Background: an optimization exercise with open tools, aiming at small area and a short achievable clock period. Do not read the settings as production practice. Where RTL was checked, it was by simulation tests only, not by an equivalence proof against the original. Power figures rest on the tool's default switching activity, not on a simulated workload.

== job 4872 ==
## mproc
module mproc (input wire clk, reset, input wire [15:0] d_in, output wire [6:0] addr, output wire [15:0] d_out);
export LEC_CHECK = 0
export ABC_AREA = 1
export CAP_MARGIN = 20
export CORE_MARGIN = 2
export CORE_UTILIZATION = 40
export CTS_BUF_LIST = sky130_fd_sc_hd__clkbuf_8
export CTS_CLUSTER_SIZE = 16
export SETUP_SLACK_MARGIN = 5
export SLEW_MARGIN = 20
create_clock -name core_clock -period 10.0 [get_ports {clk}]
standard.sh (not shown) runs the stock make flow with config.mk's settings and CLKGATE_MAP_FILE= SYNTH_SCRIPT=/design/flow/synth_recipe.tcl, a recipe that flattens the netlist after the stock synthesis.
==> flow/flow/run.sh <==
#!/bin/bash
set -euo pipefail
MARGIN=6.0
sed -e "s/SETUP_SLACK_MARGIN=[0-9.]*/SETUP_SLACK_MARGIN=$MARGIN/" \
    -e "s|CLKGATE_MAP_FILE= |CLKGATE_MAP_FILE= 'BUFFER_PORTS_ARGS=-buffer_cell sky130_fd_sc_hd__buf_2' |" \
    standard.sh > my_standard.sh
bash my_standard.sh > layout.log 2>&1
Job 4872 went all the way through the flow, and no timing, DRC or antenna check failed.
> inputs changed (job 4872 -> job 4586)
==> flow/flow/run.sh <==
#!/bin/bash
set -euo pipefail
MARGIN=6.5
sed -e "s/SETUP_SLACK_MARGIN=[0-9.]*/SETUP_SLACK_MARGIN=$MARGIN/" \
    -e "s|CLKGATE_MAP_FILE= |CLKGATE_MAP_FILE= 'BUFFER_PORTS_ARGS=-buffer_cell sky130_fd_sc_hd__buf_2' |" \
    standard.sh > my_standard.sh
bash my_standard.sh > layout.log 2>&1
### Flow results
Job 4586 reached the final stage; the timing, design-rule and antenna checks on its layout passed. Comparing job 4586 and job 4872, the lower sequential share of power was measured on job 4586. Part of the cycle the worst path needs (higher): job 4872. Shortest period the worst path allows, job 4586 and job 4872: higher on job 4872. Job 4586 against job 4872: number of buffers outside the clock class in the layout went up 62, clock skew went up 0.018 ns, cell count went up 64, fmax went up about 2.7%, sequential portion of the cell area went down 2.4 points.
The inputs of job 4245 differ from those of job 4586 as listed below.
Settings: changing CORE_UTILIZATION from 40 to 55.
==> flow/flow/run.sh <==
#!/bin/bash
set -euo pipefail
MARGIN=6.2
sed -e "s/SETUP_SLACK_MARGIN=[0-9.]*/SETUP_SLACK_MARGIN=$MARGIN/" \
    -e "s|CLKGATE_MAP_FILE= |CLKGATE_MAP_FILE= 'BUFFER_PORTS_ARGS=-buffer_cell sky130_fd_sc_hd__buf_2' |" \
    standard.sh > my_standard.sh
bash my_standard.sh > layout.log 2>&1
Findings:
- Per the comparison of job 4245 with job 4586, wire length on met3 down 5.5%, multi-input combinational gate total flat, half-perimeter wire length after detailed placement down about 3%, wire length of the first global-routing pass down 4.3%.
- [compare] base=job 4586 new=job 4245: worst hold slack fell 0.0057 ns, wire length reported by the detailed router went down by 5.6%, logic gate share of total power increased 0.3 points.
- Job 4245 vs. job 4586: vertical die dimension lower, number of design rule violations left after detail routing essentially unchanged, global-route usage increased by 8.2 points relative to the old numbers, share of total power in sequential cells up 0.9 points.
diff inputs: job 4245 => job 2741
Settings: an added PLACE_DENSITY of 0.75; a change of CORE_UTILIZATION from 55 to 40.
==> flow/flow/run.sh <==
#!/bin/bash
set -euo pipefail
MARGIN=6.35
sed -e "s/SETUP_SLACK_MARGIN=[0-9.]*/SETUP_SLACK_MARGIN=$MARGIN/" \
    -e "s|CLKGATE_MAP_FILE= |CLKGATE_MAP_FILE= 'BUFFER_PORTS_ARGS=-buffer_cell sky130_fd_sc_hd__buf_2' |" \
    standard.sh > my_standard.sh
bash my_standard.sh > layout.log 2>&1
- Job 2741: post-route worst hold slack 0.0078 ns below job 4245
- Job 4245 has a higher final cycle utilization of the critical path than job 2741.
- Looking at initial cell density of the core across job 2741 and job 4245, the one that comes out higher is job 4245.
- The lower final critical-path required period came out of job 2741.
- Diff job 4245 -> job 2741 | total die area | up by more than a quarter
- Going from job 4245 to job 2741, core utilization shrinks by 16 points.
- Job 2741 reports a lower total of clock buffers placed in the layout than job 4245 does.
- On share of total power in combinational logic: between job 2741 and job 4245, it ends up lower for job 4245.
- Job 4245 consumes more power than job 2741.
- Comparing job 2741 and job 4245, the lower wire length on met1 is on job 2741.

Setup of job 9573:
mproc again, from the RTL that the note above started with.
Design mproc, start of the top module:
module mproc (input wire clk, reset, input wire [15:0] d_in, output wire [6:0] addr, output wire [15:0] d_out);
clock: 10.0 ns
lec_check: 0
abc_area: 1
cap_margin: 20
core_margin: 2
core_utilization: 40
cts_buf_list: sky130_fd_sc_hd__clkbuf_8
cts_cluster_size: 16
setup_slack_margin: 5
slew_margin: 20
==> flow/flow/run.sh <==
#!/bin/bash
set -euo pipefail
MARGIN=6.35
sed -e "s/SETUP_SLACK_MARGIN=[0-9.]*/SETUP_SLACK_MARGIN=$MARGIN/" \
    -e "s|CLKGATE_MAP_FILE= |CLKGATE_MAP_FILE= 'BUFFER_PORTS_ARGS=-buffer_cell sky130_fd_sc_hd__buf_2' |" \
    standard.sh > my_standard.sh
bash my_standard.sh > layout.log 2>&1
Modified inputs, job 5438 compared to job 9573
Settings: TNS_END_PERCENT newly set to 30.
diff --git a/flow/flow/run.sh b/flow/flow/run.sh
--- a/flow/flow/run.sh
+++ b/flow/flow/run.sh
@@ -3 +3 @@
-MARGIN=6.35
+MARGIN=6.3
Results
Job 9573 -> job 5438: distinct cell type count after synthesis delta 0, exact match
As far as wire length reported by the detailed router is concerned, job 5438 and job 9573 perform about the same.
Diff job 5438 and job 9573: total power higher in job 5438
Status: multi-input logic portion of the cell area parity (job 9573, job 5438)
Job 5438 vs job 9573: routed length on met3 down by more than 10%
Delta (job 5438 minus job 9573): cell count barely changed; area of all placed cells without fillers dropped 0.58%; placed cell area barely changed.
Job 9573 has lower sequential share of layout area than job 5438.
Fmax | job 5438 vs job 9573 | job 5438 slower
Between job 5438 and job 9573, the difference in hold slack is negligible.
The critical path start-end classification comes out register to register in one run and input pin to register in the other, namely in job 9573 and job 5438 respectively.
[inputs] job 9293 vs job 5438
Settings: TNS_END_PERCENT no longer set, was 30; CTS_BUF_LIST no longer set, was sky130_fd_sc_hd__clkbuf_8; CTS_CLUSTER_SIZE no longer set, was 16.
diff --git a/flow/flow/run.sh b/flow/flow/run.sh
--- a/flow/flow/run.sh
+++ b/flow/flow/run.sh
@@ -3 +3 @@
-MARGIN=6.3
+MARGIN=6.35
Results
Of the two candidates, job 5438 has the better count of routing violations after the opening detailed-route iteration and job 9293 the worse one.
[compare] base=job 5438 new=job 9293: clock period minus final worst setup slack went up, internal power of the cells went up, non-clock buffer count in the final layout went up, global-route wire length before repair went down.
### job 9293 -> job 3501
Settings: CTS_BUF_LIST: unset -> sky130_fd_sc_hd__clkbuf_8; CTS_CLUSTER_SIZE: unset -> 24.
diff --git a/flow/flow/run.sh b/flow/flow/run.sh
--- a/flow/flow/run.sh
+++ b/flow/flow/run.sh
@@ -3 +3 @@
-MARGIN=6.35
+MARGIN=6.2
Findings:
Job 3501 went all the way through synthesis, placement and routing and the layout is clean on timing, DRC and antenna. The flow did not stop early for job 9293: all stages ran, and the layout cleared the timing, design-rule and antenna checks. Wire length: job 3501 vs job 9293, no meaningful difference. Full die area: job 3501 vs job 9293 identical. Compared to job 9293, job 3501 shows a wider setup margin.
The following lists how job 1521 was set up differently from job 3501:
Settings: swapping 24 for 16 in CTS_CLUSTER_SIZE; swapping 20 for 0 in SLEW_MARGIN; swapping 20 for 0 in CAP_MARGIN.
[summary]
Taking job 3501 as the reference, in job 1521 total iterations of the first detailed-routing run -1, share of the core filled with cells decreased by 0.45 points relative to the old numbers. Job 1521: PASS, flow complete, no timing, DRC or antenna violations. From job 3501 to job 1521 the numbers moved as follows: worst hold margin dropped 0.0056 ns; non-clock buffer count down 1; fraction of area in non-clock buffers has remained practically unchanged.

juniper:
mproc, a different RTL version from the one above (not shown whole).
For scale: roughly 170 flip-flops, ~41 I/O pins, ~0.015 mm² of cells after synthesis.
clock: 10.0 ns
lec_check: 0
cap_margin: 20
core_margin: 2
core_utilization: 40
setup_slack_margin: 5
slew_margin: 20
run.sh (not shown) runs the stock make flow with config.mk's settings and CLKGATE_MAP_FILE= SYNTH_SCRIPT=/design/flow/synth_recipe.tcl, a recipe that flattens the netlist after the stock synthesis.
Stock flow here: none of the scripts above is used.
juniper: PASS, flow complete, no timing, DRC or antenna violations
Input changes introduced in violet (baseline for comparison: juniper):
# juniper
export LEC_CHECK = 0
export CAP_MARGIN = 20
export CORE_MARGIN = 2
export CORE_UTILIZATION = 40
export SETUP_SLACK_MARGIN = 5
export SLEW_MARGIN = 20
create_clock -name core_clock -period 10.0 [get_ports {clk}]
# violet
export LEC_CHECK = 0
export CAP_MARGIN = 20
export CORE_MARGIN = 2
export CORE_UTILIZATION = 40
export SLEW_MARGIN = 20
create_clock -name core_clock -period 10.0 [get_ports {clk}]
Notes after the runs:
Having completed the whole flow, violet delivered a layout that passed the timing, design-rule and antenna checks. Setup slack on the worst flop-to-flop path: juniper and violet compared, higher one is juniper. STATUS leakage power: violet wins against juniper. Hold slack for violet is higher than for juniper. Going from juniper to violet, area of all placed cells without fillers shrank by a few percent. violet has less setup slack than juniper. Global-route wire length before repair went down slightly going from juniper to violet.
[inputs] lagoon vs violet
# violet
export LEC_CHECK = 0
export CAP_MARGIN = 20
export CORE_MARGIN = 2
export CORE_UTILIZATION = 40
export SLEW_MARGIN = 20
create_clock -name core_clock -period 10.0 [get_ports {clk}]
# lagoon
export LEC_CHECK = 0
export CAP_MARGIN = 20
export CORE_MARGIN = 2
export CORE_UTILIZATION = 40
export SETUP_SLACK_MARGIN = 4.5
export SLEW_MARGIN = 20
create_clock -name core_clock -period 10.0 [get_ports {clk}]
Findings:
[lagoon vs violet] number of post-CTS setup repair buffers: higher in lagoon. Per the comparison of lagoon with violet, non-clock buffer count rose 59; post-DP HPWL went down 930 µm. Taking violet as the reference, in lagoon setup slack after placement picked up an extra 0.091 ns; number of register bits inferred by synthesis neither gained nor lost much; maximum frequency picked up an extra about 21%. lagoon does worse than violet on final wirelength. Taking violet as the reference, in lagoon power share of the combinational group shows an increase of 4.3 points, endpoint required time on the critical path now sits higher.
No run of this note included a check of the RTL's function; only the layout flow was run.

## run 1
Another version of the RTL of mproc (not shown whole).
For scale: roughly 1,500 cells after synthesis, about 200 flip-flops, about 41 I/O pins, ~15,000 sq um of cells after synthesis.
make LEC_CHECK=0 CAP_MARGIN=20 CORE_MARGIN=2 CORE_UTILIZATION=40 SETUP_SLACK_MARGIN=4 SLEW_MARGIN=20 finish   # period 10.0 ns
Input-level comparison between run 2 and run 1:
Settings: a change of SETUP_SLACK_MARGIN from 4 to 5; an added CTS_CLUSTER_SIZE of 30; an added CTS_BUF_LIST of sky130_fd_sc_hd__clkbuf_8.
## What came out
Looking only at slew at the pin closest to its max-slew limit, and setting everything else aside, the higher value of run 1 and run 2 goes to run 1.
Share of total power consumed by net switching: run 2 higher than run 1
On peak ir drop on the vdd network, run 1 beats run 2.
The standard cells in run 2 occupy more silicon area than those in run 1 do.
In run 2, critical path depth is higher than in run 1.
Compared with run 1, run 2 shows first-pass GRT wire length that has gone up slightly.
#### Input delta (run 3 over run 2)
Settings: CTS_BUF_LIST no longer set, was sky130_fd_sc_hd__clkbuf_8; CTS_CLUSTER_SIZE no longer set, was 30.
Relative to run 2, total power increased by about 3.6% in run 3.
Static power due to leakage came out higher on run 3 than on run 2.
Clock share of power | run 3 above run 2
Run 2 → run 3: final worst setup slack has increased; highest cell delay on the worst timing path has remained practically unchanged.

== run A ==
mproc, a different RTL version from the one above (not shown whole).
For scale: roughly 1900 cells after synthesis, ~240 flip-flops, ~41 I/O pins.
export LEC_CHECK = 0
export ABC_AREA = 1
export CAP_MARGIN = 20
export CORE_MARGIN = 2
export CORE_UTILIZATION = 40
export CTS_BUF_LIST = sky130_fd_sc_hd__clkbuf_8
export CTS_CLUSTER_SIZE = 16
export SETUP_SLACK_MARGIN = 5
export SLEW_MARGIN = 20
create_clock -name core_clock -period 10.0 [get_ports {clk}]
standard.sh (not shown) runs the stock make flow with config.mk's settings and CLKGATE_MAP_FILE= SYNTH_SCRIPT=/design/flow/synth_recipe.tcl, a recipe that flattens the netlist after the stock synthesis.
==> flow/flow/run.sh <==
#!/bin/bash
set -euo pipefail
MARGIN=6.8
sed -e "s/SETUP_SLACK_MARGIN=[0-9.]*/SETUP_SLACK_MARGIN=$MARGIN/" \
    -e "s|CLKGATE_MAP_FILE= |CLKGATE_MAP_FILE= 'BUFFER_PORTS_ARGS=-buffer_cell sky130_fd_sc_hd__buf_2' |" \
    standard.sh > my_standard.sh
bash my_standard.sh > layout.log 2>&1
Run A completed; timing, DRC and antenna clean
What run B does differently from run A at the input level:
--- a/flow/flow/run.sh
+++ b/flow/flow/run.sh
@@ -2,3 +2,3 @@
 set -euo pipefail
-MARGIN=6.8
+MARGIN=6.5
 sed -e "s/SETUP_SLACK_MARGIN=[0-9.]*/SETUP_SLACK_MARGIN=$MARGIN/" \
Results
Run B finished all stages; the layout is clean. Of run B and run A, it is run B that has the lower first-pass GRT wire length. The non-clock buffer count in run B sits 15% below the value recorded for run A. There was hardly any difference in area used by sequential logic in the layout between run A and run B. Run B vs. run A: weighted congestion at the end of routability-driven global placement shows an increase of 0.0031, placeable core region roughly the same, post-placement cell count about even, utilization fell by 2.3 points. Diff run A..run B | final critical path time including I/O delays and setup | negligible.
Function was not checked in any run of this note: the RTL went through the layout flow alone.

mproc, a different RTL version from the one above (not shown whole).
Size in the first run: ~200 flip-flops, about 41 I/O pins.
Settings: LEC_CHECK=0, ABC_AREA=1, CAP_MARGIN=20, CORE_MARGIN=2, CORE_UTILIZATION=40, CTS_BUF_LIST=sky130_fd_sc_hd__clkbuf_4, CTS_CLUSTER_SIZE=12, SETUP_SLACK_MARGIN=5, SLEW_MARGIN=20; clock period 10.0 ns.
==> flow/flow/run.sh <==
#!/bin/bash
set -euo pipefail
MARGIN=6.0
sed -e "s/SETUP_SLACK_MARGIN=[0-9.]*/SETUP_SLACK_MARGIN=$MARGIN/" \
    -e "s|CLKGATE_MAP_FILE= |CLKGATE_MAP_FILE= 'BUFFER_PORTS_ARGS=-buffer_cell sky130_fd_sc_hd__buf_2' |" \
    standard.sh > my_standard.sh
bash my_standard.sh > layout.log 2>&1
The starting point produced a clean layout.
Next try:
Settings changed: CTS_BUF_LIST sky130_fd_sc_hd__clkbuf_4 to sky130_fd_sc_hd__clkbuf_8, CTS_CLUSTER_SIZE 12 to 16.
Power goes up by 3.2%.
Clock-buffer cell count went down by 42.
Clock power grows by 3.0%.
Area after synthesis does not change.
No run of this note included a check of the RTL's function; only the layout flow was run.

## pepper
Another version of the RTL of mproc (not shown whole).
Size: ~1700 cells after synthesis, about 240 flip-flops, about 41 I/O pins, ~17000 sq um of cells after synthesis.
clock: 10.0 ns
lec_check: 0
cap_margin: 20
core_margin: 2
core_utilization: 40
setup_slack_margin: 5
slew_margin: 20
run.sh (not shown) runs the stock make flow with config.mk's settings and CLKGATE_MAP_FILE= SYNTH_SCRIPT=/design/flow/synth_recipe.tcl, a recipe that flattens the netlist after the stock synthesis.
Stock flow here: none of the scripts above is used.
pepper reached the end of the flow, and the finished layout is clean on the timing, design-rule and antenna checks.
What quartz does differently from pepper at the input level:
==> flow/flow/run.sh (new file) <==
#!/bin/bash
set -euo pipefail
MARGIN=6.5
sed -e "s/SETUP_SLACK_MARGIN=[0-9.]*/SETUP_SLACK_MARGIN=$MARGIN/" \
    -e "s|CLKGATE_MAP_FILE= |CLKGATE_MAP_FILE= 'BUFFER_PORTS_ARGS=-buffer_cell sky130_fd_sc_hd__buf_2' |" \
    standard.sh > my_standard.sh
bash my_standard.sh > layout.log 2>&1
==> flow/standard.sh (new file) <==
#!/bin/bash
# synth_recipe.tcl (not shown) runs the flow's synth.tcl, then flattens the netlist and writes it again
# the make line also repeats each setting of config.mk as NAME=value (left out here)
make -C /OpenROAD-flow-scripts/flow DESIGN_CONFIG=/design/flow/config.mk WORK_HOME=/design/flow/orfs CLKGATE_MAP_FILE= SYNTH_SCRIPT=/design/flow/synth_recipe.tcl "${@:-finish}"
removed: flow/run.sh
### Flow results
Looking only at least setup slack across all paths after layout, and setting everything else aside, the higher value of quartz and pepper goes to quartz. Summary of the comparison: final area is higher in quartz, relative to pepper. quartz vs pepper, total of plain and repair buffers excluding clock buffers went up by 115. Compared quartz vs pepper, and sequential share of layout area is down in quartz. Re maximum VDD drop: pepper was higher than quartz. Part of the total power dissipated in sequential elements ends up higher on pepper. Routed wire in quartz totals more than in pepper.
No functional check of the RTL was part of any run of this note.

==> re-timing with driven ports <==
The results above use ideal ports. As a check the final layouts listed here were re-extracted and re-timed, cells and wires unchanged.
Step 1: set_driving_cell puts a clkbuf_16 on clk and a buf_2 on each other input, an assumption about the parent block.
Step 2 moves the port delays by t, midway between the first and last clock arrival at a register: inputs arrive t later, outputs are due t later. That takes back most of the time a late clock gives input paths.
a / b / c = ideal / step 1 / step 2; a / b = the first two.
| run | shift t [ns] | setup WS [ns] | hold slack, ns | worst setup path at the end |
|---|---|---|---|---|
| job 4872 | 0.665 | 5.984 / 6.009 / 5.344 | 0.483 / 0.483 / 0.483 | input to register |
| job 4586 | 0.652 | 6.089 / 6.089 / 5.887 | 0.475 / 0.475 / 0.475 | input to register |
| job 4245 | 0.605 | 5.924 / 5.924 / 5.644 | 0.470 / 0.470 / 0.470 | input to register |
| job 2741 | 0.601 | 6.056 / 6.056 / 5.769 | 0.462 / 0.462 / 0.462 | input to register |
| job 9573 | 0.666 | 6.126 / 6.126 / 5.743 | 0.473 / 0.473 / 0.473 | input to register |
| job 5438 | 0.656 | 6.100 / 6.114 / 5.470 | 0.474 / 0.474 / 0.474 | input to register |
| job 9293 | 0.605 | 6.069 / 6.069 / 5.800 | 0.471 / 0.471 / 0.471 | input to register |
| job 3501 | 0.645 | 6.089 / 6.089 / 5.621 | 0.478 / 0.478 / 0.478 | input to register |
| job 1521 | 0.643 | 6.051 / 6.051 / 5.534 | 0.473 / 0.473 / 0.473 | input to register |
| juniper | 0.481 | 4.376 / 4.376 / 4.376 | 0.490 / 0.490 / 0.490 | register to register |
| violet | 0.477 | 3.150 / 3.150 / 3.150 | 0.495 / 0.495 / 0.495 | register to register |
| lagoon | 0.472 | 4.358 / 4.358 / 4.358 | 0.489 / 0.489 / 0.489 | register to register |
| run 1 | 0.482 | 4.344 / 4.344 / 4.344 | 0.484 / 0.484 / 0.484 | register to register |
| run 2 | 0.523 | 5.109 / 5.109 / 4.692 | 0.489 / 0.489 / 0.489 | input to register |
| run 3 | 0.478 | 5.133 / 5.133 / 4.753 | 0.484 / 0.484 / 0.484 | input to register |
| run A | 0.625 | 5.821 / 5.773 / 6.142 | 0.492 / 0.492 / 0.492 | input to register |
| run B | 0.621 | 5.821 / 5.774 / 5.990 | 0.466 / 0.466 / 0.466 | input to register |
| the first run of note 6 | 0.706 | 5.559 / 5.559 / 5.460 | 0.466 / 0.466 / 0.466 | input to register |
| the second run of note 6 | 0.564 | 5.582 / 5.582 / 5.433 | 0.465 / 0.465 / 0.465 | input to register |
| pepper | 0.609 | 5.142 / 5.142 / 4.683 | 0.483 / 0.483 / 0.483 | input to register |
| quartz | 0.619 | 5.725 / 5.725 / 5.725 | 0.478 / 0.478 / 0.478 | register to register |
After both steps every run listed still meets setup and hold. The setup slack of job 4872, which loses most, moves by +0.025 ns with the drivers and by -0.640 ns with both steps.
